What follows belongs to an exercise in optimizing a design on an open flow for small area and a short achievable clock period; a production flow would make more cautious choices. Function was checked by simulation only, so behaviour that the tests miss may differ from the original. The clock port is modelled as an ideal driver, which makes a skipped or thinned clock tree look cheaper than it is; a real chip needs a root buffer or a tree. No activity file was given, so power comes from the tool's default toggle rates.

[flow/design.v]
module reservation_station #(
    parameter RS_SIZE = 8,
    parameter PR_BITS = 6,
    parameter ROB_SIZE = 16,
    parameter ROB_BITS = $clog2(ROB_SIZE)
)(
    input  logic clk,
    input  logic rst,
    input  logic                  dispatch_en,
    input  logic [PR_BITS-1:0]    src1,
    input  logic [PR_BITS-1:0]    src2,
    input  logic [PR_BITS-1:0]    dst,
    input  logic                  src1_ready,
    input  logic                  src2_ready,
    input  logic                  use_imm,
    input  logic [31:0]           imm,
    input  logic [ROB_BITS-1:0]   alloc_rob_idx,
    input  logic                  dispatch_is_branch,
    input  logic [31:0]           dispatch_pc,
    input logic [1:0] dispatch_br_type,
    input  logic                  wb_valid,
    input  logic [PR_BITS-1:0]    wb_phys,
    input  logic                  issue_grant,
    output logic [1:0] issue_br_type,
    output logic                  issue_valid,
    output logic [PR_BITS-1:0]    issue_src1,
    output logic [PR_BITS-1:0]    issue_src2,
    output logic [PR_BITS-1:0]    issue_dst,
    output logic                  issue_use_imm,
    output logic [31:0]           issue_imm,
    output logic                  issue_is_branch,
    output logic [31:0]           issue_pc,
    output logic [ROB_BITS-1:0]   issue_rob_idx,
    output logic [$clog2(RS_SIZE)-1:0] issue_idx,
    output logic                  rs_full
);
    localparam int W = 3*PR_BITS + 1 + 32 + ROB_BITS + 1 + 32 + 2;
    localparam int NSEL = 4;
    logic [W-1:0] din;
    assign din = {src1, src2, dst, use_imm, imm, alloc_rob_idx,
                  dispatch_is_branch, dispatch_pc, dispatch_br_type};
    logic [RS_SIZE-1:0] rs_valid;
    logic [RS_SIZE-1:0] rs_rdy1;    
    logic [RS_SIZE-1:0] rs_rdy2;
    logic [W-1:0]       rs_data [RS_SIZE];
    logic [RS_SIZE-1:0] sel_q [NSEL];
    logic [RS_SIZE-1:0] sel;
    assign sel = sel_q[0];
    logic       valid_q, full_q;
    logic [2:0] idx_q;
    always_ff @(posedge clk) begin
        for (int i = 0; i < RS_SIZE; i++)
            if (!rs_valid[i])
                rs_data[i] <= din;
    end
    logic [RS_SIZE-1:0] free_oh, free_below;
    always_comb begin
        logic all_lower;
        all_lower = 1'b1;
        for (int i = 0; i < RS_SIZE; i++) begin
            free_oh[i]    = !rs_valid[i] && all_lower;
            free_below[i] = !all_lower;
            all_lower     = all_lower && rs_valid[i];
        end
    end
    logic disp_ok, rdy1_in, rdy2_in, disp_rdy;
    assign disp_ok  = dispatch_en && (dst != '0);
    assign rdy1_in  = src1_ready || (src1 == '0);
    assign rdy2_in  = src2_ready || (src2 == '0);
    assign disp_rdy = disp_ok && rdy1_in && rdy2_in;
    logic [RS_SIZE-1:0] keep, ok1, ok2, valid_n, rdy1_n, rdy2_n;
    always_comb begin
        for (int i = 0; i < RS_SIZE; i++) begin
            ok1[i]     = rs_rdy1[i] || (wb_valid && rs_data[i][W-1 -: PR_BITS] == wb_phys);
            ok2[i]     = rs_rdy2[i] || (wb_valid && rs_data[i][W-1-PR_BITS -: PR_BITS] == wb_phys);
            keep[i]    = rs_valid[i] && !(issue_grant && sel[i]);
            valid_n[i] = keep[i] || (disp_ok && free_oh[i]);
            rdy1_n[i]  = rs_valid[i] ? ok1[i] : rdy1_in;
            rdy2_n[i]  = rs_valid[i] ? ok2[i] : rdy2_in;
        end
    end
    function automatic logic lower_below(input logic [RS_SIZE-1:0] v, input int n);
        lower_below = 1'b0;
        for (int j = 0; j < RS_SIZE; j++)
            if (j < n) lower_below = lower_below || v[j];
    endfunction
    logic [RS_SIZE-1:0] sel_n [NSEL];
    logic [RS_SIZE-1:0] r0, prio_n, prio_d;
    always_comb begin
        logic [RS_SIZE-1:0] r, rd, pn, pd;
        logic lower_n, lower_d;
        for (int k = 0; k < NSEL; k++) begin
            for (int i = 0; i < RS_SIZE; i++) begin
                case (k % 3)
                    0:       r[i] = (keep[i] && ok1[i]) && ok2[i];
                    1:       r[i] = keep[i] && (ok1[i] && ok2[i]);
                    default: r[i] = (keep[i] && ok2[i]) && ok1[i];
                endcase
                rd[i] = r[i] || free_oh[i];
            end
            lower_n = 1'b0;
            lower_d = 1'b0;
            for (int i = 0; i < RS_SIZE; i++) begin
                pn[i] = r[i] && !lower_n;
                pd[i] = rd[i] && !lower_d;
                lower_n = lower_n || r[i];
                lower_d = lower_d || rd[i];
            end
            if (k < 3)
                sel_n[k] = disp_rdy ? pd : pn;
            else
                for (int i = 0; i < RS_SIZE; i++)
                    sel_n[k][i] = (pn[i] && !(disp_rdy && free_below[i])) ||
                                  (disp_rdy && free_oh[i] && (pn[i] || !lower_below(r, i)));
            if (k == 0) begin
                r0     = r;
                prio_n = pn;
                prio_d = pd;
            end
        end
    end
    logic       valid_nq;
    logic [2:0] idx_nq;
    always_comb begin
        logic [2:0] en, ed;
        en = '0;
        ed = '0;
        for (int i = 0; i < RS_SIZE; i++) begin
            en = en | ({3{prio_n[i]}} & 3'(i));
            ed = ed | ({3{prio_d[i]}} & 3'(i));
        end
        valid_nq = disp_rdy ? ((|r0) || !(&rs_valid)) : (|r0);
        idx_nq   = disp_rdy ? ed : en;
    end
    always_ff @(posedge clk or posedge rst) begin
        if (rst) begin
            rs_valid <= '0;
            for (int k = 0; k < NSEL; k++) sel_q[k] <= '0;
            valid_q  <= 1'b0;
            idx_q    <= '0;
            full_q   <= 1'b0;
        end else begin
            rs_valid <= valid_n;
            for (int k = 0; k < NSEL; k++) sel_q[k] <= sel_n[k];
            valid_q  <= valid_nq;
            idx_q    <= idx_nq;
            full_q   <= &valid_n;
        end
    end
    always_ff @(posedge clk) begin
        rs_rdy1 <= rdy1_n;
        rs_rdy2 <= rdy2_n;
    end
    logic [W-1:0] dout;
    always_comb begin
        dout = '0;
        for (int i = 0; i < RS_SIZE; i++)
            for (int b = 0; b < W; b++)
                dout[b] = dout[b] | (sel_q[b % NSEL][i] & rs_data[i][b]);
    end
    assign {issue_src1, issue_src2, issue_dst, issue_use_imm, issue_imm, issue_rob_idx,
            issue_is_branch, issue_pc, issue_br_type} = dout;
    assign issue_valid = valid_q;
    assign issue_idx   = idx_q;
    assign rs_full     = full_q;
endmodule
[flow/flow/run.sh]
#!/bin/bash
# Standard ORFS layout, with plain buffers on the ports instead of the
# delay-cell buffers that buffer_ports picks by default, extra settings from
# flow/extra.mk, and flow/post_cts.tcl run at the end of CTS.
set -euo pipefail
EXTRA=()
[[ -f flow/extra.mk ]] && while IFS= read -r l; do [[ -n "$l" ]] && EXTRA+=("$l"); done < flow/extra.mk
bash standard.sh "BUFFER_PORTS_ARGS=-buffer_cell sky130_fd_sc_hd__buf_1" "POST_CTS_TCL=$PWD/flow/post_cts.tcl" "${EXTRA[@]}" finish > flow_standard.log 2>&1
[flow/flow/extra.mk]
CTS_ARGS=-sink_clustering_enable -repair_clock_nets -dont_use_dummy_load -sink_clustering_size 24 -sink_clustering_max_diameter 80
DONT_USE_CELLS=sky130_fd_sc_hd__probe_p_8 sky130_fd_sc_hd__probec_p_8 sky130_fd_sc_hd__lpflow_bleeder_1 sky130_fd_sc_hd__lpflow_clkbufkapwr_1 sky130_fd_sc_hd__lpflow_clkbufkapwr_16 sky130_fd_sc_hd__lpflow_clkbufkapwr_2 sky130_fd_sc_hd__lpflow_clkbufkapwr_4 sky130_fd_sc_hd__lpflow_clkbufkapwr_8 sky130_fd_sc_hd__lpflow_clkinvkapwr_1 sky130_fd_sc_hd__lpflow_clkinvkapwr_16 sky130_fd_sc_hd__lpflow_clkinvkapwr_2 sky130_fd_sc_hd__lpflow_clkinvkapwr_4 sky130_fd_sc_hd__lpflow_clkinvkapwr_8 sky130_fd_sc_hd__lpflow_decapkapwr_12 sky130_fd_sc_hd__lpflow_decapkapwr_3 sky130_fd_sc_hd__lpflow_decapkapwr_4 sky130_fd_sc_hd__lpflow_decapkapwr_6 sky130_fd_sc_hd__lpflow_decapkapwr_8 sky130_fd_sc_hd__lpflow_inputiso0n_1 sky130_fd_sc_hd__lpflow_inputiso0p_1 sky130_fd_sc_hd__lpflow_inputiso1n_1 sky130_fd_sc_hd__lpflow_inputiso1p_1 sky130_fd_sc_hd__lpflow_inputisolatch_1 sky130_fd_sc_hd__lpflow_isobufsrc_1 sky130_fd_sc_hd__lpflow_isobufsrc_16 sky130_fd_sc_hd__lpflow_isobufsrc_2 sky130_fd_sc_hd__lpflow_isobufsrc_4 sky130_fd_sc_hd__lpflow_isobufsrc_8 sky130_fd_sc_hd__lpflow_isobufsrckapwr_16 sky130_fd_sc_hd__lpflow_lsbuf_lh_hl_isowell_tap_1 sky130_fd_sc_hd__lpflow_lsbuf_lh_hl_isowell_tap_2 sky130_fd_sc_hd__lpflow_lsbuf_lh_hl_isowell_tap_4 sky130_fd_sc_hd__lpflow_lsbuf_lh_isowell_4 sky130_fd_sc_hd__lpflow_lsbuf_lh_isowell_tap_1 sky130_fd_sc_hd__lpflow_lsbuf_lh_isowell_tap_2 sky130_fd_sc_hd__lpflow_lsbuf_lh_isowell_tap_4 sky130_fd_sc_hd__or3_1 sky130_fd_sc_hd__or3_2 sky130_fd_sc_hd__or3_4 sky130_fd_sc_hd__or4_1 sky130_fd_sc_hd__or4_2 sky130_fd_sc_hd__or4_4 sky130_fd_sc_hd__or3b_1 sky130_fd_sc_hd__or3b_2 sky130_fd_sc_hd__or3b_4 sky130_fd_sc_hd__or4b_1 sky130_fd_sc_hd__or4b_2 sky130_fd_sc_hd__or4b_4 sky130_fd_sc_hd__or4bb_1 sky130_fd_sc_hd__or4bb_2 sky130_fd_sc_hd__or4bb_4
[flow/flow/post_cts.tcl]
set block [ord::get_db_block]
set root [$block findInst clkbuf_0_clk]
if {$root != "NULL"} {
  set in_net [[$root findITerm A] getNet]
  set out_net [[$root findITerm X] getNet]
  set loads {}
  foreach it [$out_net getITerms] {
    if {[$it getInst] != $root} { lappend loads $it }
  }
  if {[llength $loads] <= 4 && [llength [$out_net getBTerms]] == 0} {
    puts "post_cts: removing [$root getName], clock port now feeds [llength $loads] buffers"
    foreach it $loads {
      $it disconnect
      $it connect $in_net
    }
    odb::dbInst_destroy $root
    odb::dbNet_destroy $out_net
    estimate_parasitics -placement
    repair_timing_helper
    detailed_placement
    check_placement -verbose
  } else {
    puts "post_cts: root buffer kept ([llength $loads] loads)"
  }
}
[flow/standard.sh]
#!/bin/bash
# synth_recipe.tcl (not shown) runs the flow's synth.tcl, then flattens the netlist and writes it again
# the make line also repeats each setting of config.mk as NAME=value (left out here)
make -C /OpenROAD-flow-scripts/flow DESIGN_CONFIG=/design/flow/config.mk WORK_HOME=/design/flow/orfs CLKGATE_MAP_FILE= SYNTH_SCRIPT=/design/flow/synth_recipe.tcl "${@:-finish}"
[flow/config.mk]
export PLATFORM = sky130hd
export DESIGN_NAME = reservation_station
export DESIGN_NICKNAME = reservation_station
export VERILOG_FILES = /design/flow/design.v
export SDC_FILE = /design/flow/constraint.sdc
export NUM_CORES = 4
export LEC_CHECK = 0
export CAP_MARGIN = 20
export CORE_MARGIN = 2
export CORE_UTILIZATION = 65
export PLACE_DENSITY = 0.75
export SETUP_SLACK_MARGIN = 2.0
export SLEW_MARGIN = 20
export TNS_END_PERCENT = 5
[flow/constraint.sdc]
create_clock -name core_clock -period 4.5 [get_ports {clk}]
set_input_delay 0.9000 -clock core_clock [delete_from_list [all_inputs] [get_ports {clk}]]
set_output_delay 0.9000 -clock core_clock [all_outputs]
set_load 0.01 [all_outputs]
==> summary.txt <==
* Outcome: finished clean
* Residual DRC at 0
* Area Overhead vs Synth at 13.0%
* Reg2reg start: rs_valid[6]
* Cell family with the largest share of critical-path delay: simple AND/OR/NAND/NOR gates
* Vias per inst at between 6 and 7
* Peak supply drop at between 0.0004 and 0.0005 V
* Fin. Hold Viols at 0
* Critical path class: in -> reg
* Final setup viols at 0
* WP data required at ~4.8 ns
* CP Max Fanout at 8
* Slew HR at a little under a third
* Critical-path top delay cell: a311o_1
* Top cells by area, synth: edfxtp_1 (75%), a22oi_1 (9.3%), dfrtp_1 (3.9%)
* Post-DP HPWL at about 40 mm
* WP depth at 10
* Core area at between 40000 and 50000 µm²
* Syn Nets at roughly 1700
* Clock Sinks at between 700 and 800
* Final Cycle Share at between 50% and 60%
* Worst skew pair latency at 0.39 ns
* Row cnt at 77
* Critical path cell sequence: clkbuf_4 > buf_12 > xor2_1 > nor3_2 > a41oi_2 > nor3_4 > nor4b_4 > buf_6 > and4bb_1 > a311o_1
* CP Buf/Inv Count at 3
* Share of layout cells above drive strength 1 at about 16%
* Pleak at between 0.01 and 0.015 µW
* Die area at roughly 46000 µm²
* Setup TNS Final at 0 ns
* Slew of the pin with the lowest slew margin at approximately 1.0 ns
* Sequential Power Share at between 50% and 60%
* Gpl congestion at roughly 0.95
* Worst hold start: rs_rdy1[2]
* NumNets Final at 1983
* Clk pwr share at about 15%
* Clk slew on worst S/H paths at around 0.09 ns
* Post-Syn Area per Cell at 17.9 µm²
* Slew Viols, Final at 0
* Synth Cell Area at around 29000 µm²
* Hold depth at 2
* MaxCap Viol Count at 0
* DRT antenna net count at 0
* Unrepaired setup endpoints after global routing: true
* Switching portion of total power at about 36%
* DRT Wirelength at approximately 73 mm
* Largest area contributor in the netlist: edfxtp_1
* GR Overflow Total at 0
* R2r endpoint: idx_q[1]
* PD cells at between 700 and 800 nW/µm²
* CP endpoint kind: register
* Pin count of the biggest net entering global routing at 60
* Die width at 215 µm
* Initial DRC Count at 2309
* Power Total at around 23000 µW
* Sequential fraction of the synthesis area at about 80%
* Yosys warning count at 4
* FILL cells at around 2700
* Post-synth top area share at between 70% and 80%
* Initial antenna violation count at 3
* Tot GR Track Use at 31.0%
* Cell variety after synth at 51
* Number of global-route vias before repair at 16800
* Final Critical Period at roughly 2.6 ns
* Gate power share at between 30% and 40%
* Int Power at 14900 µW
* Wire per inst at approximately 30 µm
* Worst R2R Setup Slack at between 2 and 2.5 ns
* Via Count at between 15000 and 20000
* Clk_skew at 0.0212 ns
* Crit path largest cell delay at between 0.3 and 0.4 ns
* Initial Utilization at between 60% and 70%
* Fmax at 383 MHz
* Chip height at 215 µm
* Reg2Reg Depth at 4
* Post-Synthesis Cells at roughly 1600
* Crit path launch type: primary input
* Global-route wire length before repair at between 100 and 150 mm
* Antenna cells at 0
* FF+latch count, synth at 781
* PortBufs at ~200
* Worst Hold Path EP: rs_rdy1[2]
* Worst Hold Class: reg -> reg
* Psw at roughly 8600 µW
* # IOs at 198
* Pre-Repair DR Iteration Count at 5
* CP Data Arrival Time at 2.90 ns
-- layer usage --
| layer | vias up | track usage, % | part of all wire (%) |
|---|---|---|---|
| met5 | - | 0 | 0.023 |
| met4 | 4 | 9.56 | 2.9 |
| met3 | 151 | 6.20 | 9.7 |
| met2 | 998 | 50.0 | 49 |
| met1 | 8680 | 43.6 | 38 |
| li1 | 7160 | - | - |
-- synthesized netlist by cell type, drive strengths merged --
| cell type | instances |
|---|---|
| o31ai | 6 |
| nand4 | 96 |
| and3 | 7 |
| a311o | 1 |
| xor2 | 68 |
| edfxtp | 720 |
| nor2 | 39 |
| o22ai | 1 |
| and4bb | 4 |
| xnor2 | 28 |
| dfrtp | 45 |
| clkbuf | 65 |
| nor4b | 1 |
| clkinv | 1 |
| nor4 | 3 |
| mux2 | 2 |
| a21boi | 1 |
| o21ai | 11 |
| o2111ai | 2 |
| o2111a | 9 |
| a31o | 1 |
| a41o | 4 |
| nand4b | 2 |
| a41oi | 10 |
| a31oi | 1 |
| o21bai | 2 |
| buf | 19 |
| nor3 | 21 |
| a2bb2o | 1 |
| nand3 | 10 |
| a21oi | 11 |
| nand2 | 27 |
| o211ai | 1 |
| nand3b | 1 |
| a211oi | 2 |
| dfxtp | 16 |
| mux2i | 10 |
| inv | 9 |
| a22oi | 360 |
| o31a | 1 |
-- cells in the final DEF, fill, tap and decap left out, types with 24 or more instances in the layout --
cell type  count
buf_4         65
a22oi_2       25
buf_1        166
nor2_1        34
a22oi_1      335
nand2_1       26
clkbuf_16     41
edfxtp_1     720
nand4_1       96
xnor2_1       24
xor2_1        62
-- metrics by stage --
stage | util [%] | cells | setup WS (ns) | hold slack (ns) | cell area (µm²)
floorplan | - | 1619 | 1.60 | 0.472 | 29000
global placement | 68.7 | 2359 | 0.910 | 0.485 | 30300
detailed placement | 68.8 | 2361 | 0.794 | 0.488 | 30400
global route | 74.2 | 2470 | 1.84 | 0.556 | 32700
finish | 74.2 | 2470 | 1.89 | 0.537 | 32700
-- sequential cells by signal, indices dropped and copies added (netlist names) --
name / cells
idx_q: 3
rs_data: 720
sel_q: 32
valid_q: 1
full_q: 1
rs_valid: 8
rs_rdy1: 8
rs_rdy2: 8
-- worst min-delay path, cell delays in order, from the launching register on --
cell and delay [ns]:
dfxtp_1 0.33, a41oi_2 0.06, mux2i_1 0.11
-- worst max-delay path by stage --
stage / slack [ns] / startpoint / endpoint
floorplan: 1.60 / rs_valid[4] / full_q
global placement: 0.91 / wb_phys[2] / idx_q[0]
detailed placement: 0.79 / wb_phys[2] / idx_q[2]
global route: 1.84 / dst[0] / idx_q[1]
finish: 1.89 / wb_phys[4] / idx_q[1]
-- layout make-up --
class                   count  area (µm²)  area share (%)
inverters                  10        62.6           0.191
repair inverters            1        5.00          0.0153
clock buffers              37         926            2.83
well taps                 592         741            2.26
flip-flops and latches    781       23200            70.8
multi-input cells         744        5800            17.7
repair buffers            305        2040            6.23
-- cells by family after synthesis --
| kind of cell | count (synthesis) | synth area share [%] |
|---|---|---|
| flops | 781 | 79.6 |
| compound gates | 425 | 11.1 |
| simple gates | 211 | 4.26 |
| xor+xnor | 96 | 2.95 |
| buf+inv | 94 | 1.63 |
| mux | 12 | 0.423 |
-- power by group through the flow --
stage / clock (µW) / sequential (µW) / combinational [µW]
after detailed placement: 0 / 12600 / 6480
after floorplan: 0 / 11600 / 4230
after global placement: 0 / 12500 / 6350
after global routing: 3690 / 12500 / 8210
final: 3440 / 12300 / 7710

[what the ideal ports hide]
No port has a modelled driver above. Below, the same layout with a new extraction and two added sets of constraints.
Step 1 (the two cells are an assumption about what drives the block):
set clk [get_ports {clk}]
set_driving_cell -lib_cell sky130_fd_sc_hd__clkbuf_16 $clk
set_driving_cell -lib_cell sky130_fd_sc_hd__buf_2 [delete_from_list [all_inputs] $clk]
Step 2 adds t to the input delays and takes it off the output delays; t is the mean of the earliest and latest rising clock arrival at the registers after step 1. Input paths then give back, and output paths get back, about the clock's delay inside the block.
Slacks: ideal / step 1 / step 2; pairs: ideal / step 1.
t (ns): 0.500
setup WS [ns]: 1.888 / 1.780 / 1.461
latest minus earliest clock arrival (ns): 0.028 / 0.029
slew at the worst register clock pin (ns): 0.09 / 0.09
After both steps this run still meets setup and hold. The setup slack of this run moves by -0.108 ns with the drivers and by -0.427 ns with both steps.
